What follows belongs to an exercise in optimizing a design on an open flow for a short achievable clock period and few clock cycles; a production flow would make more cautious choices.
Function was checked by simulation only, so behaviour that the tests miss may differ from the original.
Power figures rest on the tool's default switching activity, not on a simulated workload.

==> design.v <==
package cpu_pkg;
    localparam [1:0] OP_TYPE_MEM    = 'h0;
    localparam [1:0] OP_TYPE_ARITH  = 'h1;
    localparam [1:0] OP_TYPE_LOGIC  = 'h2;
    localparam [1:0] OP_TYPE_JUMP   = 'h3;
    localparam [7:0] OP_LOAD    = 'h00;
    localparam [7:0] OP_STORE   = 'h01;
    localparam [7:0] OP_LOADI   = 'h02;
    localparam [7:0] OP_STOREI  = 'h03;
    localparam [7:0] OP_ADD     = 'h40;
    localparam [7:0] OP_SUB     = 'h41;
    localparam [7:0] OP_ADDC    = 'h42;
    localparam [7:0] OP_SUBC    = 'h43;
    localparam [7:0] OP_ADDI    = 'h44;
    localparam [7:0] OP_SUBI    = 'h45;
    localparam [7:0] OP_ADDIC   = 'h46;
    localparam [7:0] OP_SUBIC   = 'h47;
    localparam [7:0] OP_NOR     = 'h80;
    localparam [7:0] OP_NAND    = 'h81;
    localparam [7:0] OP_XOR     = 'h82;
    localparam [7:0] OP_XNOR    = 'h83;
    localparam [7:0] OP_NORI    = 'h84;
    localparam [7:0] OP_NANDI   = 'h85;
    localparam [7:0] OP_XORI    = 'h86;
    localparam [7:0] OP_XNORI   = 'h87;
    localparam [7:0] OP_JUMP    = 'hC0;
    localparam [7:0] OP_JZ      = 'hC1;
    localparam [7:0] OP_JC      = 'hC2;
    localparam [7:0] OP_JN      = 'hC3;
    typedef enum logic [3:0]
    {
        Operation_LOAD = 'd0,
        Operation_STORE,
        Operation_ADD,
        Operation_SUB,
        Operation_NOR,
        Operation_NAND,
        Operation_XOR,
        Operation_XNOR,
        Operation_JUMP,
        Operation_JZ,
        Operation_JC,
        Operation_JN     
    } Operation;
endpackage
module reset_sync
(
    input logic         _iClk,
    input logic         _iReset,
    output logic        _oReset
);
    logic tmp;
    always_ff @(posedge _iClk, posedge _iReset) begin
        if (_iReset) begin
            tmp <= 1;
            _oReset <= 1;
        end
        else begin
            tmp <= 0;
            _oReset <= tmp;
        end
    end
endmodule
import cpu_pkg::*;
module decode
(
    input logic [7:0]   _iInst,
    output cpu_pkg::Operation    _oDecodeOp,
    output logic        _oDecodeValid,
    output logic        _oDecodeImm,
    output logic        _oDecodeCarry,
    output logic        _oDecodeALU
);
    always_comb begin
        _oDecodeValid = 1;
        case (_iInst)
            OP_LOAD, OP_LOADI:                  _oDecodeOp = Operation_LOAD;
            OP_STORE, OP_STOREI:                _oDecodeOp = Operation_STORE;
            OP_ADD, OP_ADDC, OP_ADDI, OP_ADDIC: _oDecodeOp = Operation_ADD;
            OP_SUB, OP_SUBC, OP_SUBI, OP_SUBIC: _oDecodeOp = Operation_SUB;
            OP_NOR, OP_NORI:                    _oDecodeOp = Operation_NOR;
            OP_NAND, OP_NANDI:                  _oDecodeOp = Operation_NAND;
            OP_XOR, OP_XORI:                    _oDecodeOp = Operation_XOR;
            OP_XNOR, OP_XNORI:                  _oDecodeOp = Operation_XNOR;
            OP_JUMP:                            _oDecodeOp = Operation_JUMP;
            OP_JZ:                              _oDecodeOp = Operation_JZ;
            OP_JC:                              _oDecodeOp = Operation_JC;
            OP_JN:                              _oDecodeOp = Operation_JN;
            default: begin
                _oDecodeOp = Operation_NOR;
                _oDecodeValid = 0;
            end
        endcase
        _oDecodeALU = (_iInst[7:6] == OP_TYPE_ARITH) ||
                      (_iInst[7:6] == OP_TYPE_LOGIC);
        case (_iInst)
            OP_LOADI, OP_STOREI,
            OP_ADDI, OP_SUBI, OP_ADDIC, OP_SUBIC,
            OP_NORI, OP_NANDI, OP_XORI, OP_XNORI:   _oDecodeImm = 1;
            default:                                _oDecodeImm = 0;
        endcase
        case (_iInst)
            OP_ADDC, OP_SUBC,
            OP_ADDIC, OP_SUBIC:     _oDecodeCarry = 1;
            default:                _oDecodeCarry = 0;
        endcase
    end
endmodule
import cpu_pkg::*;
module alu
(
    input logic [7:0]   _iA,     
    input logic [7:0]   _iB,     
    input logic         _iC,     
    input cpu_pkg::Operation     _iOp,
    output logic [7:0]  _oResult,
    output logic        _oFlagCarry,
    output logic        _oFlagZero,
    output logic        _oFlagNeg
);
    logic [8:0] tmp;
    always_comb begin
        case (_iOp)
            Operation_ADD: begin
                tmp = _iA + _iB + _iC;
            end
            Operation_SUB: begin
                tmp = _iA - _iB - _iC;
            end
            Operation_NOR: begin
                tmp = {1'b0, ~(_iA | _iB)};
            end
            Operation_NAND: begin
                tmp = {1'b0, ~(_iA & _iB)};
            end
            Operation_XOR: begin
                tmp = {1'b0, (_iA ^ _iB)};
            end
            Operation_XNOR: begin
                tmp = {1'b0, ~(_iA ^ _iB)};
            end
            default: begin
                tmp = 0;
            end
        endcase
        _oResult     = tmp[7:0];
        _oFlagCarry  = tmp[8];
        _oFlagNeg    = tmp[7];
        _oFlagZero   = (tmp[7:0] == 0);
    end
endmodule
import cpu_pkg::*;
module micro
(
    input logic         _iClk,
    input logic         _iReset,
    input  logic [7:0]  _iInstMemData,
    output logic [7:0]  _oInstMemAddr,
    input  logic [7:0]  _iDataMemRData,
    output logic [7:0]  _oDataMemAddr,
    output logic [7:0]  _oDataMemWData,
    output logic        _oDataMemWrite
);
    typedef enum logic [1:0]
    {
        State_IF = 'd0,      
        State_AFD,           
        State_MEM,           
        State_EXWB           
    } State;
    logic rst;
    logic [7:0] aluArgB;
    logic       aluArgC;     
    logic [7:0] aluRes;
    logic       aluFlagCarry;
    logic       aluFlagZero;
    logic       aluFlagNeg;
    logic [7:0] pc;
    logic [7:0] inst;
    logic [7:0] arg;
    logic [7:0] mem;
    logic [7:0] accumulator;
    logic       flagCarry;
    logic       flagZero;
    logic       flagNeg;
    State       state;
    cpu_pkg::Operation   decodeOp;
    logic       decodeValid;
    logic       decodeImm;
    logic       decodeCarry;
    logic       decodeALU;
    reset_sync resetSync
    (
        ._iClk          (_iClk),
        ._iReset        (_iReset),
        ._oReset        (rst)
    );
    decode decodeInst
    (
        ._iInst         (inst),
        ._oDecodeOp     (decodeOp),
        ._oDecodeValid  (decodeValid),
        ._oDecodeImm    (decodeImm),
        ._oDecodeCarry  (decodeCarry),
        ._oDecodeALU    (decodeALU)
    );
    always_ff @(posedge _iClk, posedge rst) begin
        if (rst) begin
            pc          <= 0;
            inst        <= 0;
            arg         <= 0;
            mem         <= 0;
            accumulator <= 0;
            flagCarry   <= 0;
            flagZero    <= 1;  
            flagNeg     <= 0;
            state       <= State_IF;
            _oInstMemAddr   <= 0;
            _oDataMemAddr   <= 0;
            _oDataMemWData  <= 0;
            _oDataMemWrite  <= 0;
        end
        else begin
            _oDataMemWrite <= 0;
            case (state)
                State_IF: begin
                    inst <= _iInstMemData;
                    _oInstMemAddr <= pc | 1'h1;
                    state <= State_AFD;
                end
                State_AFD: begin
                    arg <= _iInstMemData;
                    _oDataMemAddr <= _iInstMemData;
                    pc <= pc + 2'd2;
                    state <= State_MEM;
                end
                State_MEM: begin
                    mem <= _iDataMemRData;
                    if ((decodeOp == Operation_JUMP) ||
                        ((decodeOp == Operation_JZ) && flagZero) ||
                        ((decodeOp == Operation_JC) && flagCarry) ||
                        ((decodeOp == Operation_JN) && flagNeg)) begin
                        pc <= pc + arg;
                    end
                    if (decodeOp == Operation_STORE) begin
                        if (decodeImm) begin
                            _oDataMemAddr <= accumulator;
                            _oDataMemWData <= arg;
                        end
                        else begin
                            _oDataMemAddr <= arg;
                            _oDataMemWData <= accumulator;
                        end
                    end
                    state <= State_EXWB;
                end
                State_EXWB: begin
                    if (decodeOp == Operation_STORE) begin
                        _oDataMemWrite <= 1;
                    end
                    if (decodeOp == Operation_LOAD) begin
                        if (decodeImm) begin
                            accumulator <= arg;
                        end
                        else begin
                            accumulator <= mem;
                        end
                    end
                    else if (decodeALU && decodeValid) begin
                        accumulator <= aluRes;
                        flagCarry   <= aluFlagCarry;
                        flagZero    <= aluFlagZero;
                        flagNeg     <= aluFlagNeg;
                    end
                    _oInstMemAddr <= pc;
                    state <= State_IF;
                end
            endcase
        end
    end
    assign aluArgB = decodeImm   ? arg          : mem;
    assign aluArgC = decodeCarry ? flagCarry    : 0;
    alu aluInst
    (
        ._iA            (accumulator),
        ._iB            (aluArgB),
        ._iC            (aluArgC),
        ._iOp           (decodeOp),
        ._oResult       (aluRes),
        ._oFlagCarry    (aluFlagCarry),
        ._oFlagZero     (aluFlagZero),
        ._oFlagNeg      (aluFlagNeg)
    );
endmodule
==> run.sh <==
#!/bin/bash
# synth_recipe.tcl (not shown) runs the flow's synth.tcl, then flattens the netlist and writes it again
# the make line also repeats each setting of config.mk as NAME=value (left out here)
make -C /OpenROAD-flow-scripts/flow DESIGN_CONFIG=/design/flow/config.mk WORK_HOME=/design/flow/orfs CLKGATE_MAP_FILE= SYNTH_SCRIPT=/design/flow/synth_recipe.tcl finish
==> config.mk <==
export PLATFORM = sky130hd
export DESIGN_NAME = micro
export DESIGN_NICKNAME = micro
export VERILOG_FILES = /design/flow/design.v
export SDC_FILE = /design/flow/constraint.sdc
export NUM_CORES = 4
export LEC_CHECK = 0
export CAP_MARGIN = 20
export CORE_MARGIN = 2
export CORE_UTILIZATION = 40
export SLEW_MARGIN = 20
==> constraint.sdc <==
create_clock -name core_clock -period 5.0 [get_ports {_iClk}]
set_input_delay 1.0000 -clock core_clock [delete_from_list [all_inputs] [get_ports {_iClk}]]
set_output_delay 1.0000 -clock core_clock [all_outputs]
set_load 0.01 [all_outputs]
==> insert_results.sql, run 1 <==
INSERT INTO impl_metrics (metric_group, metric, value, unit) VALUES
('logic_synthesis', 'synth.top_cells.by_area', 'sky130_fd_sc_hd__dfrtp_1 34%, sky130_fd_sc_hd__ha_1 12%, sky130_fd_sc_hd__mux2_2 7.8%', ''),
('worst_setup_path', 'critPathRequiredTime', '5.25', 'ns'),
('timing', 'tightest_slew', '1.05', 'ns'),
('clock_network', 'total_cts_buffers', '9', ''),
('clock_network', 'tritoncts', 'built', ''),
('grt', 'global_route.usage.met2', '0.349', ''),
('drt', 'wl_per_cell', '18.4', 'um'),
('logic_synthesis', 'synth_area', '0.00503', 'mm2'),
('drt', 'totalWireLength', '13700', 'um'),
('timing', 'fin_crit', '4.53', 'ns'),
('logic_synthesis', 'yosys_warnings', '4', ''),
('floorplan', 'fp.dieArea', '0.0135', 'mm2'),
('timing', 'layout_worst_path_cycle_share', '0.907', ''),
('placement', 'placement.io_buffers', '42', ''),
('worst_setup_path', 'worst_setup_path_end_kind', 'flip-flop', ''),
('layout', 'nNetsFinal', '641', ''),
('worst_setup_path', 'worst_setup_path_start_kind', 'flip-flop', ''),
('drt', 'drtPass1Iterations', '4', ''),
('floorplan', 'rows', '40', ''),
('logic_synthesis', 'synth.ff_latch_count', '72', ''),
('worst_setup_path', 'criticalPathCategory', 'reg2reg', ''),
('clock_network', 'clk_path_buf_depth', '2', ''),
('grt', 'gr-usage-met1', '0.307', ''),
('logic_synthesis', 'synthesis.nets', '599', ''),
('logic_synthesis', 'synthesized_instance_count', '530', ''),
('placement', 'gp_congestion', '0.916', ''),
('drt', 'vias', '4157', ''),
('layout', 'register_area', '0.00181', 'mm2'),
('drt', 'post_drt_via_cell_ratio', '5.59', ''),
('clock_network', 'worst_setup_hold_path_clk_slew', '0.06', 'ns'),
('timing', 'timing_hold_violations_final', '0', ''),
('power', 'post-layout-total-power', '1810', 'uW'),
('placement', 'dp_hpwl', '10400', 'um'),
('timing', 'fin_worst_skew', '0.00792', 'ns'),
('floorplan', 'floorplan.die.width', '116', 'um'),
('grt', 'grt_max_degree', '42', ''),
('grt', 'number_of_antenna_violations_at_the_first_check_in_global_routing', '0', ''),
('logic_synthesis', 'synthesis.area_per_instance', '9.49', 'um2'),
('clock_network', 'cts_resized', '0', ''),
('logic_synthesis', 'synth_enable_flop_cells', '0', ''),
('layout', 'area_growth', '17.2', '%'),
('timing', 'grt_setup_unrepaired', 'false', ''),
('logic_synthesis', 'synth_largest_area_cell', 'sky130_fd_sc_hd__dfrtp_1', ''),
('grt', 'number_of_global_route_vias_before_repair', '4285', ''),
('drt', 'antenna_left', '0', ''),
('floorplan', 'coreArea', '0.0122', 'mm2'),
('floorplan', 'die_height', '116', 'um'),
('grt', 'met3_track_utilization_from_global_routing', '0.0436', ''),
('floorplan', 'initial_utilization', '0.414', ''),
('grt', 'grt.total_usage', '0.221', ''),
('job', 'maxCapViolCount', '0', ''),
('clock_network', 'cts-root-buf', 'sky130_fd_sc_hd__clkbuf_16', ''),
('logic_synthesis', 'synth-main-ff-cell', 'sky130_fd_sc_hd__dfrtp_1', ''),
('hold_path', 'hold_path.class', 'reg2async', ''),
('logic_synthesis', 'synth.top_cell.area_share', '0.343', ''),
('clock_network', 'numClockSinks', '72', ''),
('logic_synthesis', 'synth_sequential_area_ratio', '0.359', ''),
('timing', 'timing.fmax', '221', 'MHz'),
('layout', 'antenna_cells', '0', ''),
('logic_synthesis', 'distinct_cells_synth', '65', ''),
('layout', 'post_route_cells_drive_above_1_share', '0.125', ''),
('timing', 'setup_viol_count_final', '0', ''),
('worst_setup_path', 'critical_path_arrival', '4.78', 'ns'),
('clock_network', 'cts_htree_levels', '3', ''),
('clock_network', 'clkLatencyLatePin', '0.34', 'ns'),
('run_status', 'status', 'complete, no violations', ''),
('power', 'power_leakage', '0.00253', 'uW'),
('power', 'cellPowerDensity', '307', 'mW/mm2'),
('grt', 'overflow_after_grt', '0', ''),
('clock_network', 'cts.hold.buffers_added', '0', ''),
('clock_network', 'cts_setup_buffers', '0', ''),
('logic_synthesis', 'postSynth.asyncResetShare', '1.00', ''),
('grt', 'busiest_layer', 'met2', ''),
('layout', 'multiInputGateArea', '0.00298', 'mm2'),
('timing', 'maxSlewHeadroom', '0.296', ''),
('power', 'vdd.ir_drop.worst', '0.162', 'mV'),
('drt', 'drc', '0', ''),
('grt', 'grt_pass1_wl', '22700', 'um'),
('timing', 'fin_setup_tns', '0', 'ns'),
('worst_setup_path', 'crit_path_max_fanout', '21', ''),
('drt', 'detail_route.iter0.violations', '351', ''),
('floorplan', 'num_io_pins', '43', ''),
('layout', 'final.fill_count', '1158', ''),
('timing', 'count_of_pins_over_their_slew_limit', '0', '');
==> cell usage after synthesis, types with 3 or more instances <==
master and instances:
sky130_fd_sc_hd__a21oi_1 36, sky130_fd_sc_hd__nor3b_1 3, sky130_fd_sc_hd__or2_2 4, sky130_fd_sc_hd__nand4_1 8, sky130_fd_sc_hd__xor2_1 5, sky130_fd_sc_hd__o221ai_1 5, sky130_fd_sc_hd__dfstp_2 3, sky130_fd_sc_hd__clkbuf_1 11
sky130_fd_sc_hd__a222oi_1 4, sky130_fd_sc_hd__a21o_1 6, sky130_fd_sc_hd__mux2i_1 20, sky130_fd_sc_hd__mux2_2 35, sky130_fd_sc_hd__inv_1 48, sky130_fd_sc_hd__a211o_1 3, sky130_fd_sc_hd__nand2_1 33, sky130_fd_sc_hd__dfrtp_1 69
sky130_fd_sc_hd__fa_1 4, sky130_fd_sc_hd__xnor2_1 8, sky130_fd_sc_hd__a211oi_1 11, sky130_fd_sc_hd__nand3_1 10, sky130_fd_sc_hd__nor4_1 4, sky130_fd_sc_hd__nor3_1 13, sky130_fd_sc_hd__o31ai_1 4, sky130_fd_sc_hd__nor2_1 40
sky130_fd_sc_hd__nand2b_1 6, sky130_fd_sc_hd__o21ai_0 37, sky130_fd_sc_hd__nor2b_1 6, sky130_fd_sc_hd__ha_1 47
==> sequential cells by signal, summed over array words and instances (netlist names) <==
signal and count:
flagCarry 1, inst 8, resetSync.tmp 1, pc 8
flagZero 1, _oInstMemAddr 8, accumulator 8, flagNeg 1
mem 8, arg 8, _oDataMemWData 8, resetSync._oReset 1
_oDataMemAddr 8, state 2, _oDataMemWrite 1
==> layer usage <==
metal	vias up	routed length (um)
met1	2034	6520
met3	25	710
met5	-	0
li1	1982	-
met4	0	301
met2	116	6140
==> layout make-up <==
class	count	share of cell area
multi-input combinational	393	0.505
clock inverter	1	0.000849
timing repair buffer	48	0.0789
sequential	72	0.306
clock buffer	13	0.0424
tap	168	0.0357
inverter	48	0.0306
==> worst max-delay path: stages, from the launching register on <==
cell and delay [ns]:
sky130_fd_sc_hd__dfrtp_1 0.39, sky130_fd_sc_hd__inv_1 0.10, sky130_fd_sc_hd__ha_1 0.41, sky130_fd_sc_hd__nor3b_1 0.15, sky130_fd_sc_hd__nor3_4 0.24, sky130_fd_sc_hd__buf_4 0.37
sky130_fd_sc_hd__mux2i_1 0.65, sky130_fd_sc_hd__ha_1 0.38, sky130_fd_sc_hd__nor2b_1 0.16, sky130_fd_sc_hd__o21bai_1 0.19, sky130_fd_sc_hd__a211oi_1 0.10, sky130_fd_sc_hd__o21ai_0 0.20
sky130_fd_sc_hd__o2111ai_1 0.18, sky130_fd_sc_hd__or4_1 0.61, sky130_fd_sc_hd__o41ai_2 0.29
==> report_power, final <==
part	switching [uW]	internal [uW]	total, uW	leakage (uW)
registers	58.0	629	687	0.000877
clock network	228	343	571	0.000126
logic	307	242	549	0.00152
==> logic make-up after synthesis <==
group                    synth area share
AND/OR/NAND/NOR                     0.137
adder cells (fa/ha/maj)             0.133
other                            0.000746
XOR/XNOR                           0.0226
buffers and inverters              0.0500
flip-flops                          0.359
multiplexers                        0.118
AO/OA/AOI/OAI                       0.179
==> cells in the final DEF, fill, tap and decap left out, types with 6 or more instances in the layout <==
cell type	count
sky130_fd_sc_hd__nand3_1	10
sky130_fd_sc_hd__mux2i_1	20
sky130_fd_sc_hd__ha_1	47
sky130_fd_sc_hd__xnor2_1	8
sky130_fd_sc_hd__dfrtp_1	69
sky130_fd_sc_hd__a21o_1	6
sky130_fd_sc_hd__nor2_1	40
sky130_fd_sc_hd__a21oi_1	36
sky130_fd_sc_hd__o21ai_0	37
sky130_fd_sc_hd__a211oi_1	11
sky130_fd_sc_hd__nor3_1	13
sky130_fd_sc_hd__nand2_1	33
sky130_fd_sc_hd__clkdlybuf4s50_1	42
sky130_fd_sc_hd__mux2_2	35
sky130_fd_sc_hd__inv_1	47
sky130_fd_sc_hd__clkbuf_16	9
sky130_fd_sc_hd__nand2b_1	6
sky130_fd_sc_hd__nor2b_1	6
sky130_fd_sc_hd__buf_4	6
sky130_fd_sc_hd__nand4_1	8
==> final timing paths <==
check                                   from                end  slack [ns]  depth (start not counted)
setup / recovery                     inst[7]           flagZero        0.47                         14
hold / removal             resetSync._oReset   _oInstMemAddr[5]        0.34                          1
max in group asynchronous  resetSync._oReset           flagZero        3.67                          2
min in group core_clock        resetSync.tmp  resetSync._oReset        0.36                          0
setup reg to reg                     inst[7]           flagZero        0.47                         14
hold reg to reg            resetSync._oReset   _oInstMemAddr[5]        0.34                          1
==> through the flow <==
stage,util,worst slack [ns],hold WS (ns),instances,cell area (um2)
2_1_floorplan,-,0.930,0.345,530,5030
3_3_place_gp,0.463,0.578,0.343,729,5630
3_5_place_dp,0.464,0.463,0.350,729,5640
4_1_cts,0.485,0.451,0.357,743,5900
5_1_grt,0.485,0.0564,0.358,743,5900
6_report,0.485,0.465,0.339,743,5900
Testbench counts, summed over its fixed seeds: cycles 85,404.
==> inputs of run 2 (changes only) <==
==> design.v (replaced) <==
module micro
(
    input  logic        _iClk,
    input  logic        _iReset,
    input  logic [7:0]  _iInstMemData,
    output logic [7:0]  _oInstMemAddr,
    input  logic [7:0]  _iDataMemRData,
    output logic [7:0]  _oDataMemAddr,
    output logic [7:0]  _oDataMemWData,
    output logic        _oDataMemWrite
);
    logic [7:0] romAddr;
    logic       ph;          
    logic       dLd, dSt, dAlu, dImm, dLg;
    logic [1:0] dF;
    logic       dJu, dJc;
    logic       xV, xLd, xAlu, xImm, xLg;
    logic [1:0] xF;
    logic [7:0] xK;
    logic [7:0] acc;
    logic       flagC, flagZ, flagN;
    wire [7:0] op = _iInstMemData;
    wire [7:0] k  = _iInstMemData;
    logic cond, taken;
    always_comb begin
        case (dF)
            2'd1: cond = flagZ;
            2'd2: cond = flagC;
            default: cond = flagN;
        endcase
        taken = dJu || (dJc && cond);
    end
    logic [7:0] aluB;
    logic [8:0] aluRes;
    always_comb begin
        aluB = xImm ? xK : _iDataMemRData;
        if (!xLg) begin
            if (xF[0])
                aluRes = {1'b0, acc} - {1'b0, aluB} - {8'd0, xF[1] & flagC};
            else
                aluRes = {1'b0, acc} + {1'b0, aluB} + {8'd0, xF[1] & flagC};
        end
        else begin
            case (xF)
                2'd0: aluRes = {1'b0, ~(acc | aluB)};
                2'd1: aluRes = {1'b0, ~(acc & aluB)};
                2'd2: aluRes = {1'b0, acc ^ aluB};
                default: aluRes = {1'b0, ~(acc ^ aluB)};
            endcase
        end
    end
    always_ff @(posedge _iClk, posedge _iReset) begin
        if (_iReset) begin
            romAddr        <= 8'd0;
            ph             <= 1'b0;
            xV             <= 1'b0;
            acc            <= 8'd0;
            flagC          <= 1'b0;
            flagZ          <= 1'b1;
            flagN          <= 1'b0;
            _oDataMemWrite <= 1'b0;
        end
        else begin
            ph <= !ph;
            if (!ph)
                romAddr <= romAddr + 8'd1;
            else
                romAddr <= romAddr + 8'd1 + (taken ? k : 8'd0);
            xV             <= ph;
            _oDataMemWrite <= ph && dSt;
            if (xV && xLd)
                acc <= aluB;
            if (xV && xAlu) begin
                acc   <= aluRes[7:0];
                flagC <= aluRes[8];
                flagZ <= (aluRes[7:0] == 8'd0);
                flagN <= aluRes[7];
            end
        end
    end
    always_ff @(posedge _iClk) begin
        if (!ph) begin
            dLd  <= (op == 8'h00) || (op == 8'h02);
            dSt  <= (op == 8'h01) || (op == 8'h03);
            dAlu <= ((op[7:6] == 2'b01) || (op[7:6] == 2'b10)) && (op[5:3] == 3'b000);
            dJu  <= (op == 8'hC0);
            dJc  <= (op[7:2] == 6'b110000) && (op[1:0] != 2'b00);
            dImm <= (op[7:6] == 2'b00) ? op[1] : op[2];
            dLg  <= op[7];
            dF   <= op[1:0];
        end
        else begin
            xLd  <= dLd;
            xAlu <= dAlu;
            xImm <= dImm;
            xLg  <= dLg;
            xF   <= dF;
            xK   <= k;
            _oDataMemAddr  <= (dSt && dImm) ? acc : k;
            _oDataMemWData <= (dSt && dImm) ? k : acc;
        end
    end
    assign _oInstMemAddr = romAddr;
endmodule
--- a/config.mk
+++ b/config.mk
@@ -7,2 +7,3 @@
 export LEC_CHECK = 0
+export ABC_CLOCK_PERIOD_IN_PS = 1500
 export CAP_MARGIN = 20
@@ -10,2 +11,3 @@
 export CORE_UTILIZATION = 40
+export SETUP_SLACK_MARGIN = 3.2
 export SLEW_MARGIN = 20
==> run 2 against run 1 <==
Compared with the run above: still clean on timing, DRC and antenna; die area shrank 14%; clock skew shrank 0.0026 ns; combinational power grew 140%; synthesized cell count shrank 20%; maximum frequency grew 36%; area after synthesis shrank 15%; sequential power is essentially flat; global-route usage shrank 2.2 points; first-iteration DRC count shrank 61%; largest cell class unchanged; largest power group is now combinational logic; highest routed layer unchanged.
==> insert_results.sql, run 2 <==
INSERT INTO impl_metrics (metric_group, metric, value, unit) VALUES
('worst_setup_path', 'rr_worst_depth', '10', ''),
('worst_setup_path', 'worst-r2r-setup-slack', '1.78', 'ns'),
('drt', 'wirelength_met1', '5040', 'um'),
('layout', 'final_core_utilization', '0.556', ''),
('drt', 'antenna_left', '0', ''),
('timing', 'fin_crit', '3.34', 'ns'),
('clock_network', 'cts.hold.buffers_added', '0', ''),
('logic_synthesis', 'distinct_cells_synth', '63', ''),
('floorplan', 'rows', '37', ''),
('logic_synthesis', 'synth_top_family_by_area', 'compound AO/OA/AOI/OAI gates', ''),
('timing', 'post-route-worst-setup-slack', '1.66', 'ns'),
('floorplan', 'fp.dieArea', '0.0116', 'mm2'),
('floorplan', 'coreArea', '0.0104', 'mm2'),
('logic_synthesis', 'synth_adder_area_share', '0.144', ''),
('layout', 'area_growth', '34.5', '%'),
('placement', 'dp_slack', '0.892', 'ns'),
('worst_setup_path', 'crit_path_top_delay_cell', 'sky130_fd_sc_hd__or4b_4', ''),
('logic_synthesis', 'synth_largest_area_cell', 'sky130_fd_sc_hd__edfxtp_1', ''),
('timing', 'tightest_slew', '0.850', 'ns'),
('drt', 'drtPass1Iterations', '4', ''),
('worst_setup_path', 'timing.rr.start', 'xImm', ''),
('clock_network', 'worst_setup_hold_path_clk_slew', '0.06', 'ns'),
('placement', 'placed_area', '0.00484', 'mm2'),
('logic_synthesis', 'post_synth_xor_area_fraction', '0.0571', ''),
('floorplan', 'initial_utilization', '0.414', ''),
('layout', 'final_cell_mix', '41 x sky130_fd_sc_hd__nand2_1, 39 x sky130_fd_sc_hd__edfxtp_1, 31 x sky130_fd_sc_hd__buf_4', ''),
('floorplan', 'floorplan.die.width', '108', 'um'),
('layout', 'antenna_cells', '0', ''),
('drt', 'detail_route.iter0.violations', '138', ''),
('logic_synthesis', 'postSynth.asyncResetShare', '0.361', ''),
('drt', 'wl_met2', '5760', 'um'),
('logic_synthesis', 'fraction_of_the_mapped_netlist_area_in_compound_gates', '0.170', ''),
('timing', 'maxSlewHeadroom', '0.433', ''),
('grt', 'number_of_antenna_violations_at_the_first_check_in_global_routing', '0', ''),
('logic_synthesis', 'synth.mux.area_fraction', '0.0499', ''),
('clock_network', 'clk_path_buf_depth', '2', ''),
('timing', 'fin_setup_tns', '0', 'ns'),
('grt', 'number_of_global_route_vias_before_repair', '3468', ''),
('logic_synthesis', 'synth-main-ff-cell', 'sky130_fd_sc_hd__edfxtp_1', ''),
('clock_network', 'clkLatencyLatePin', '0.33', 'ns'),
('logic_synthesis', 'synth.most_common_cell', 'sky130_fd_sc_hd__ha_1', ''),
('timing', 'final.hold.worst_slack', '0.421', 'ns'),
('timing', 'timing_hold_violations_final', '0', ''),
('timing', 'grt_setup_unrepaired', 'true', ''),
('grt', 'grt_max_degree', '40', ''),
('worst_setup_path', 'crit_path_max_fanout', '3', ''),
('power', 'cellPowerDensity', '406', 'mW/mm2'),
('clock_network', 'cts_htree_levels', '3', ''),
('logic_synthesis', 'synth.ff_latch_count', '61', ''),
('logic_synthesis', 'synth.top_cells.by_area', 'sky130_fd_sc_hd__edfxtp_1 27%, sky130_fd_sc_hd__ha_1 13%, sky130_fd_sc_hd__dfrtp_1 12%', ''),
('logic_synthesis', 'synth_area', '0.00429', 'mm2'),
('floorplan', 'num_io_pins', '43', ''),
('drt', 'routed-wl-met3', '406', 'um'),
('hold_path', 'whs_endpoint', 'xLd', ''),
('logic_synthesis', 'synthTopCellsByCount', '43 x sky130_fd_sc_hd__ha_1, 42 x sky130_fd_sc_hd__nand2_1, 39 x sky130_fd_sc_hd__edfxtp_1', ''),
('worst_setup_path', 'worst_setup_path_start_kind', 'primary input', ''),
('logic_synthesis', 'synthesis.nets', '488', ''),
('layout', 'post_route_cells_drive_above_1_share', '0.355', ''),
('timing', 'setup_viol_count_final', '0', ''),
('hold_path', 'timing.hold.worst.start', 'dLd', ''),
('drt', 'totalWireLength', '11400', 'um'),
('floorplan', 'die_height', '108', 'um'),
('worst_setup_path', 'worst_setup_path_end_kind', 'flip-flop', ''),
('logic_synthesis', 'yosys.area_share.simple', '0.120', ''),
('timing', 'count_of_pins_over_their_slew_limit', '0', ''),
('hold_path', 'hold_path.class', 'reg2reg', ''),
('job', 'maxCapViolCount', '0', ''),
('clock_network', 'total_cts_buffers', '9', ''),
('logic_synthesis', 'yosys_warnings', '1', ''),
('timing', 'layout_worst_path_cycle_share', '0.668', ''),
('timing', 'timing.fmax', '299', 'MHz'),
('drt', 'vias', '3429', ''),
('clock_network', 'tritoncts', 'built', ''),
('layout', 'mostFrequentLayoutCell', 'sky130_fd_sc_hd__nand2_1', ''),
('drt', 'top_layer', 'met4', ''),
('logic_synthesis', 'synth.top_cell.area_share', '0.273', ''),
('power', 'power_leakage', '0.00239', 'uW'),
('drt', 'drc', '0', ''),
('worst_setup_path', 'critPathRequiredTime', '5.23', 'ns'),
('grt', 'grt_pass1_wl', '17900', 'um'),
('logic_synthesis', 'synthesized_instance_count', '423', ''),
('placement', 'dp_hpwl', '7550', 'um'),
('layout', 'final.fill_count', '906', ''),
('placement', 'placement.io_buffers', '42', ''),
('hold_path', 'min_path_cells', '0', ''),
('drt', 'post_drt_via_cell_ratio', '5.33', ''),
('power', 'vdd.ir_drop.worst', '0.239', 'mV'),
('clock_network', 'cts-root-buf', 'sky130_fd_sc_hd__clkbuf_8', ''),
('layout', 'nNetsFinal', '567', ''),
('worst_setup_path', 'max_stage_delay', '0.48', 'ns'),
('clock_network', 'numClockSinks', '61', ''),
('worst_setup_path', 'criticalPathCategory', 'in2reg', ''),
('worst_setup_path', 'critical_path_arrival', '3.57', 'ns'),
('placement', 'gp_congestion', '0.831', ''),
('grt', 'grt.total_usage', '0.199', ''),
('timing', 'fin_worst_skew', '0.00532', 'ns'),
('run_status', 'status', 'complete, no violations', ''),
('worst_setup_path', 'worst_r2r_endpoint', 'flagZ', ''),
('worst_setup_path', 'critical_path.cell_chain', 'buf_8 -> mux2i_4 -> inv_2 -> xnor2_2 -> ha_2 -> a21o_1 -> fa_2 -> o21a_1 -> nor2_2 -> xnor2_1 -> o211a_1 -> or4b_4 -> o41ai_2', ''),
('logic_synthesis', 'synthesis.area_per_instance', '10.1', 'um2'),
('grt', 'overflow_after_grt', '0', ''),
('layout', 'postLayoutCellArea', '0.00577', 'mm2'),
('logic_synthesis', 'synth_sequential_area_ratio', '0.401', ''),
('logic_synthesis', 'synth_enable_flop_cells', '39', ''),
('drt', 'wl_per_cell', '17.7', 'um');
[run 2: cell count changes after synthesis, moves of 8 or more]
| cell | delta |
|---|---|
| sky130_fd_sc_hd__nor2_1 | -13 |
| sky130_fd_sc_hd__a21oi_1 | -15 |
| sky130_fd_sc_hd__mux2i_1 | -11 |
| sky130_fd_sc_hd__xnor2_1 | +10 |
| sky130_fd_sc_hd__nand2_1 | +9 |
| sky130_fd_sc_hd__o21ai_0 | -18 |
| sky130_fd_sc_hd__nand4_1 | -8 |
| sky130_fd_sc_hd__mux2_2 | -24 |
| sky130_fd_sc_hd__dfrtp_1 | -48 |
| sky130_fd_sc_hd__inv_1 | -12 |
| sky130_fd_sc_hd__a211oi_1 | -10 |
| sky130_fd_sc_hd__edfxtp_1 | +39 |
[run 2: per-stage QoR]
stage                     std cells  power, uW
after floorplan                 423       1340
after global placement          589       1580
after detailed placement        589       1590
after CTS                       631       2150
after global routing            643       2510
final                           643       2340
[run 2: critical path: cells and delay by family]
family                     cells  cell delay [ns]
buffers and inverters          2             0.18
and+or+nand+nor                2             0.61
muxes                          1             0.17
AOI/OAI and AO/OA              4             0.90
xor gates and xnor gates       2             0.20
adders and majority gates      2             0.52
[run 2: how the worst max path moves through the flow]
stage | from | to | slack [ns] | cells past startpoint
after detailed placement | _iDataMemRData[0] | flagZ | 0.89 | 13
after global routing | _iDataMemRData[0] | flagZ | 1.60 | 13
after CTS | _iDataMemRData[0] | flagZ | 1.64 | 13
final | _iDataMemRData[0] | flagZ | 1.66 | 13
after global placement | _iDataMemRData[0] | flagZ | 0.98 | 13
after floorplan | _iDataMemRData[0] | flagZ | 1.54 | 12
[run 2: area by class of cell]
cell class | count | area [um2] | share of cell area
multi-input cells | 311 | 2930 | 0.508
flip-flops and latches | 61 | 1720 | 0.299
repair buffers | 82 | 651 | 0.113
well taps | 136 | 170 | 0.0295
inverters | 37 | 145 | 0.0252
clock buffers | 13 | 139 | 0.0241
clock inverters | 3 | 13.8 | 0.00239
[run 2: cell families after synthesis]
kind of cell / Yosys count
compound gates: 107
xor+xnor: 28
fa+ha+maj: 47
buf+inv: 51
flops: 61
mux: 20
simple gates: 109
[run 2: power by group]
| part | switching, uW | leakage [uW] | internal, uW |
|---|---|---|---|
| logic | 650 | 0.00164 | 651 |
| clock network | 176 | 0.0000788 | 177 |
| registers | 75.9 | 0.000677 | 610 |
[run 2: layer usage]
metal | GRT usage | up-vias
li1 | - | 1664
met1 | 0.264 | 1686
met2 | 0.329 | 66
met3 | 0.0303 | 13
met4 | 0.0760 | 0
met5 | 0 | -
[run 2: timing repair]
item,in CTS,in global routing
pin swaps,29,43
cloned,0,0
resized for setup,177,56
endpoints found under the setup margin,71,48
buffers inserted,26,12
hold endpoints to repair,0,0
Testbench counts of run 2, summed over its fixed seeds: cycles 42,654.
==> inputs of run 3 (changes only) <==
--- a/design.v
+++ b/design.v
@@ -1 +1,59 @@
+module alu
+(
+    input  logic [7:0]  a,
+    input  logic [7:0]  bIn,
+    input  logic [1:0]  f,
+    input  logic        lg,
+    input  logic        cFlag,
+    output logic [10:0] y
+);
+    logic       sub, ci, co, za, zl;
+    logic [7:0] aa, b, g, p, c, sum, lres, res;
+    logic       G10, P10, G32, P32, G54, P54, G76, P76;
+    logic       G20, P20, G30, P30, G64, P64, G74, P74;
+    logic       G40, P40, G50, P50, G60, P60, G70, P70;
+    always_comb begin
+        sub = f[0];
+        ci  = f[1] & cFlag;
+        aa  = a ^ {8{sub}};
+        b   = bIn;
+        g   = aa & b;
+        p   = aa ^ b;
+        G10 = g[1] | (p[1] & g[0]);   P10 = p[1] & p[0];
+        G32 = g[3] | (p[3] & g[2]);   P32 = p[3] & p[2];
+        G54 = g[5] | (p[5] & g[4]);   P54 = p[5] & p[4];
+        G76 = g[7] | (p[7] & g[6]);   P76 = p[7] & p[6];
+        G20 = g[2] | (p[2] & G10);    P20 = p[2] & P10;
+        G30 = G32  | (P32  & G10);    P30 = P32  & P10;
+        G64 = g[6] | (p[6] & G54);    P64 = p[6] & P54;
+        G74 = G76  | (P76  & G54);    P74 = P76  & P54;
+        G40 = g[4] | (p[4] & G30);    P40 = p[4] & P30;
+        G50 = G54  | (P54  & G30);    P50 = P54  & P30;
+        G60 = G64  | (P64  & G30);    P60 = P64  & P30;
+        G70 = G74  | (P74  & G30);    P70 = P74  & P30;
+        c[0] = ci;
+        c[1] = g[0] | (p[0] & ci);
+        c[2] = G10  | (P10  & ci);
+        c[3] = G20  | (P20  & ci);
+        c[4] = G30  | (P30  & ci);
+        c[5] = G40  | (P40  & ci);
+        c[6] = G50  | (P50  & ci);
+        c[7] = G60  | (P60  & ci);
+        co   = G70  | (P70  & ci);
+        sum  = p ^ c ^ {8{sub}};
+        if (sub)
+            za = ((a ^ ~bIn) == {a[6:0] | ~bIn[6:0], !ci});
+        else
+            za = ((a ^ bIn) == {a[6:0] | bIn[6:0], ci});
+        case (f)
+            2'd0:    lres = ~(a | bIn);
+            2'd1:    lres = ~(a & bIn);
+            2'd2:    lres = a ^ bIn;
+            default: lres = ~(a ^ bIn);
+        endcase
+        zl  = (lres == 8'd0);
+        res = lg ? lres : sum;
+        y   = {lg ? 1'b0 : co, lg ? zl : za, res[7], res};
+    end
+endmodule
 module micro
@@ -32,21 +90,6 @@
     end
-    logic [7:0] aluB;
-    logic [8:0] aluRes;
-    always_comb begin
-        aluB = xImm ? xK : _iDataMemRData;
-        if (!xLg) begin
-            if (xF[0])
-                aluRes = {1'b0, acc} - {1'b0, aluB} - {8'd0, xF[1] & flagC};
-            else
-                aluRes = {1'b0, acc} + {1'b0, aluB} + {8'd0, xF[1] & flagC};
-        end
-        else begin
-            case (xF)
-                2'd0: aluRes = {1'b0, ~(acc | aluB)};
-                2'd1: aluRes = {1'b0, ~(acc & aluB)};
-                2'd2: aluRes = {1'b0, acc ^ aluB};
-                default: aluRes = {1'b0, ~(acc ^ aluB)};
-            endcase
-        end
-    end
+    logic [7:0]  aluB;
+    logic [10:0] aluY;
+    assign aluB = xImm ? xK : _iDataMemRData;
+    alu aluInst (.a(acc), .bIn(aluB), .f(xF), .lg(xLg), .cFlag(flagC), .y(aluY));
     always_ff @(posedge _iClk, posedge _iReset) begin
@@ -73,6 +116,6 @@
             if (xV && xAlu) begin
-                acc   <= aluRes[7:0];
-                flagC <= aluRes[8];
-                flagZ <= (aluRes[7:0] == 8'd0);
-                flagN <= aluRes[7];
+                acc   <= aluY[7:0];
+                flagC <= aluY[10];
+                flagZ <= aluY[9];
+                flagN <= aluY[8];
             end
==> run 3 against run 2 <==
Compared with the run above: combinational power shrank about 10%; largest cell class unchanged; sequential power fell by 1%; clock skew increased by 0.010 ns; sequential cell count unchanged; largest power group unchanged; synthesized cell count is 6.9% lower.
==> insert_results.sql, run 3 <==
INSERT INTO impl_metrics (metric_group, metric, value, unit) VALUES
('run_status', 'status', 'complete, no violations', ''),
('worst_setup_path', 'max_stage_delay', '0.46', 'ns'),
('logic_synthesis', 'synth_enable_flop_cells', '39', ''),
('grt', 'grt_pass1_wl', '17800', 'um'),
('layout', 'multiInputGateArea', '0.00291', 'mm2'),
('power', 'cellPowerDensity', '378', 'mW/mm2'),
('worst_setup_path', 'worst_setup_path_start_kind', 'flip-flop', ''),
('timing', 'timing.fmax', '351', 'MHz'),
('worst_setup_path', 'crit_path_top_delay_cell', 'sky130_fd_sc_hd__edfxtp_1', ''),
('power', 'vdd.ir_drop.worst', '0.253', 'mV'),
('layout', 'antenna_cells', '0', ''),
('timing', 'count_of_pins_over_their_slew_limit', '0', ''),
('timing', 'maxSlewHeadroom', '0.554', ''),
('worst_setup_path', 'critPathTopFamily', 'compound AO/OA/AOI/OAI gates', ''),
('worst_setup_path', 'critical_path_arrival', '3.09', 'ns'),
('clock_network', 'numClockSinks', '61', ''),
('logic_synthesis', 'synthTopCellsByCount', '43 x sky130_fd_sc_hd__ha_1, 39 x sky130_fd_sc_hd__edfxtp_1, 34 x sky130_fd_sc_hd__nand2_1', ''),
('logic_synthesis', 'synth.most_common_cell', 'sky130_fd_sc_hd__ha_1', ''),
('clock_network', 'cts-root-buf', 'sky130_fd_sc_hd__clkbuf_8', ''),
('placement', 'dp_hpwl', '7000', 'um'),
('clock_network', 'cts.hold.buffers_added', '0', ''),
('logic_synthesis', 'synth-main-ff-cell', 'sky130_fd_sc_hd__edfxtp_1', ''),
('layout', 'final_cell_mix', '46 x sky130_fd_sc_hd__buf_4, 39 x sky130_fd_sc_hd__edfxtp_1, 33 x sky130_fd_sc_hd__nand2_1', ''),
('drt', 'drc', '0', ''),
('logic_synthesis', 'synthesis.area_per_instance', '10.6', 'um2'),
('clock_network', 'total_cts_buffers', '9', ''),
('floorplan', 'fp.dieArea', '0.0112', 'mm2'),
('job', 'maxCapViolCount', '0', ''),
('clock_network', 'tritoncts', 'built', ''),
('drt', 'wl_per_cell', '17.7', 'um'),
('layout', 'nNetsFinal', '561', ''),
('logic_synthesis', 'synth.top_cell.area_share', '0.281', ''),
('timing', 'fin_setup_tns', '0', 'ns'),
('power', 'power_leakage', '0.00255', 'uW'),
('timing', 'setup_viol_count_final', '0', ''),
('worst_setup_path', 'criticalPathCategory', 'reg2reg', ''),
('floorplan', 'die_height', '106', 'um'),
('drt', 'detail_route.iter0.violations', '138', ''),
('layout', 'final.fill_count', '869', ''),
('clock_network', 'clk_path_buf_depth', '2', ''),
('logic_synthesis', 'distinct_cells_synth', '47', ''),
('layout', 'final_core_utilization', '0.583', ''),
('timing', 'tightest_slew', '0.664', 'ns'),
('floorplan', 'rows', '37', ''),
('power', 'post-layout-total-power', '2260', 'uW'),
('logic_synthesis', 'synth.top_cells.by_area', 'sky130_fd_sc_hd__edfxtp_1 28%, sky130_fd_sc_hd__ha_1 13%, sky130_fd_sc_hd__dfrtp_1 13%', ''),
('grt', 'overflow_after_grt', '0', ''),
('timing', 'timing_hold_violations_final', '0', ''),
('timing', 'post-route-worst-setup-slack', '2.15', 'ns'),
('layout', 'mostFrequentLayoutCell', 'sky130_fd_sc_hd__buf_4', ''),
('worst_setup_path', 'worst_setup_path_end_kind', 'flip-flop', ''),
('logic_synthesis', 'synth_largest_area_cell', 'sky130_fd_sc_hd__edfxtp_1', ''),
('grt', 'number_of_antenna_violations_at_the_first_check_in_global_routing', '0', ''),
('layout', 'layoutNonFillerInstCount', '639', ''),
('layout', 'area_growth', '43.2', '%'),
('logic_synthesis', 'synthesized_instance_count', '394', ''),
('clock_network', 'cts_htree_levels', '3', ''),
('layout', 'post_route_cells_drive_above_1_share', '0.433', ''),
('logic_synthesis', 'synth_area', '0.00416', 'mm2'),
('drt', 'vias', '3321', ''),
('placement', 'placement.io_buffers', '42', ''),
('placement', 'gp_congestion', '0.836', ''),
('worst_setup_path', 'critical_path.cell_chain', 'ha_4 -> a221o_1 -> a31oi_4 -> buf_6 -> nor2b_4 -> ha_4 -> a21oi_4 -> o211ai_1 -> o41ai_2 -> xnor2_1 -> nand2_1 -> xnor2_1', ''),
('layout', 'register_area', '0.00173', 'mm2'),
('worst_setup_path', 'crit_path_max_fanout', '3', ''),
('grt', 'grt_max_degree', '46', ''),
('timing', 'grt_setup_unrepaired', 'true', ''),
('timing', 'fin_worst_skew', '0.0155', 'ns'),
('drt', 'drtPass1Iterations', '5', ''),
('placement', 'dp_slack', '1.66', 'ns'),
('hold_path', 'hold_path.class', 'reg2reg', ''),
('worst_setup_path', 'combined_buffer_and_inverter_count_along_the_critical_path', '1', ''),
('logic_synthesis', 'synthesis.nets', '457', ''),
('logic_synthesis', 'postSynth.asyncResetShare', '0.361', ''),
('floorplan', 'num_io_pins', '43', ''),
('logic_synthesis', 'synth.ff_latch_count', '61', ''),
('placement', 'count_of_placed_standard_cells_including_taps', '560', ''),
('logic_synthesis', 'synth_sequential_area_ratio', '0.414', ''),
('floorplan', 'initial_utilization', '0.407', ''),
('drt', 'totalWireLength', '11300', 'um'),
('drt', 'post_drt_via_cell_ratio', '5.20', ''),
('floorplan', 'coreArea', '0.0102', 'mm2'),
('timing', 'fin_crit', '2.85', 'ns'),
('grt', 'number_of_global_route_vias_before_repair', '3455', ''),
('floorplan', 'floorplan.die.width', '106', 'um'),
('clock_network', 'worst_setup_hold_path_clk_slew', '0.08', 'ns'),
('grt', 'grt.total_usage', '0.207', ''),
('clock_network', 'clkLatencyLatePin', '0.35', 'ns'),
('drt', 'antenna_left', '0', ''),
('timing', 'layout_worst_path_cycle_share', '0.570', ''),
('worst_setup_path', 'critPathRequiredTime', '5.24', 'ns'),
('logic_synthesis', 'yosys_warnings', '2', '');
==> run 3: final cells by class <==
type | instances | share of cell area
inverter | 27 | 0.0185
timing repair buffer | 107 | 0.147
clock buffer | 9 | 0.0208
sequential | 61 | 0.290
multi-input combinational | 292 | 0.488
tap | 136 | 0.0285
clock inverter | 7 | 0.00839
==> run 3: per-stage QoR <==
stage / instance area [um2] / hold slack, ns
2_1_floorplan: 4360 / 0.400
3_3_place_gp: 4890 / 0.403
3_5_place_dp: 4890 / 0.408
4_1_cts: 5670 / 0.437
5_1_grt: 5960 / 0.451
6_report: 5960 / 0.436
==> run 3: timing repair <==
action,CTS,global route
endpoints found under the hold margin,0,0
gates cloned,0,0
setup endpoints to repair,87,46
pin swaps,40,41
gates resized for setup,186,45
setup buffers,49,14
==> run 3: worst reg2reg max path, stage by stage (launching register included) <==
cell	delay (ns)
sky130_fd_sc_hd__edfxtp_1	0.46
sky130_fd_sc_hd__ha_4	0.27
sky130_fd_sc_hd__a221o_1	0.30
sky130_fd_sc_hd__a31oi_4	0.21
sky130_fd_sc_hd__buf_6	0.14
sky130_fd_sc_hd__nor2b_4	0.05
sky130_fd_sc_hd__ha_4	0.24
sky130_fd_sc_hd__a21oi_4	0.14
sky130_fd_sc_hd__o211ai_1	0.16
sky130_fd_sc_hd__o41ai_2	0.39
sky130_fd_sc_hd__xnor2_1	0.16
sky130_fd_sc_hd__nand2_1	0.08
sky130_fd_sc_hd__xnor2_1	0.15
==> run 3: worst paths after layout <==
| kind | startpoint | depth (start not counted) | slack [ns] | end |
|---|---|---|---|---|
| max in group asynchronous | _iReset | 2 | 3.54 | ph |
| setup / recovery | dF[1] | 12 | 2.15 | romAddr[7] |
| setup reg to reg | dF[1] | 12 | 2.15 | romAddr[7] |
| hold / removal | dAlu | 0 | 0.44 | xAlu |
| hold reg to reg | dAlu | 0 | 0.44 | xAlu |
| min in group asynchronous | _iReset | 2 | 1.06 | acc[1] |
==> run 3: cells by family (layout without fill, tap and decap cells) <==
group                      count (synthesis)  in the layout  synth area share
DFF                                       61             61             0.414
muxes                                     35             35            0.0871
AOI/OAI and AO/OA                         67             67             0.110
xor gates and xnor gates                  50             50             0.105
buffers and inverters                     41            150            0.0409
and+or+nand+nor                           95             95             0.104
adders and majority gates                 45             45             0.139
==> run 3: where the power goes <==
group	total, uW	internal [uW]	switching [uW]
logic	1170	621	545
clock network	413	181	231
registers	678	605	72.1
total	2260	1410	849
==> run 3: layer usage <==
metal | global-route usage | share of wire | vias to the layer above
met4 | 0.0780 | 0.022 | 0
met5 | 0 | 0 | -
li1 | - | - | 1593
met2 | 0.348 | 0.49 | 75
met3 | 0.0460 | 0.048 | 24
met1 | 0.259 | 0.44 | 1629
Testbench counts of run 3, summed over its fixed seeds: cycles 42,654.

## static timing again, ports no longer ideal
In the flow no input, the clock included, has a driving cell. The finished layouts below were timed again as built, in two steps.
Step 1 (the two cells are an assumption about what drives the block):
set clk [get_ports {_iClk}]
set_driving_cell -lib_cell sky130_fd_sc_hd__clkbuf_16 $clk
set_driving_cell -lib_cell sky130_fd_sc_hd__buf_2 [delete_from_list [all_inputs] $clk]
Step 2 times the ports against the registers' clock, not the clock port: input delays grow and output delays shrink by t, the midpoint of the rising clock arrivals with the driver on.
Three values: no drivers, after step 1, after step 2; two values: the first two.
| run | t, ns | slack for setup (ns) | worst hold slack (ns) |
|---|---|---|---|
| run 1 | 0.372 | 0.465 / 0.465 / 0.465 | 0.339 / 0.339 / 0.339 |
| run 2 | 0.360 | 1.661 / 1.652 / 1.291 | 0.421 / 0.421 / 0.421 |
| run 3 | 0.378 | 2.149 / 2.149 / 1.928 | 0.436 / 0.436 / 0.436 |
After both steps every run listed still meets setup and hold. For run 2, which loses most, drivers alone change the setup slack by -0.009 ns; drivers and shift together by -0.370 ns.
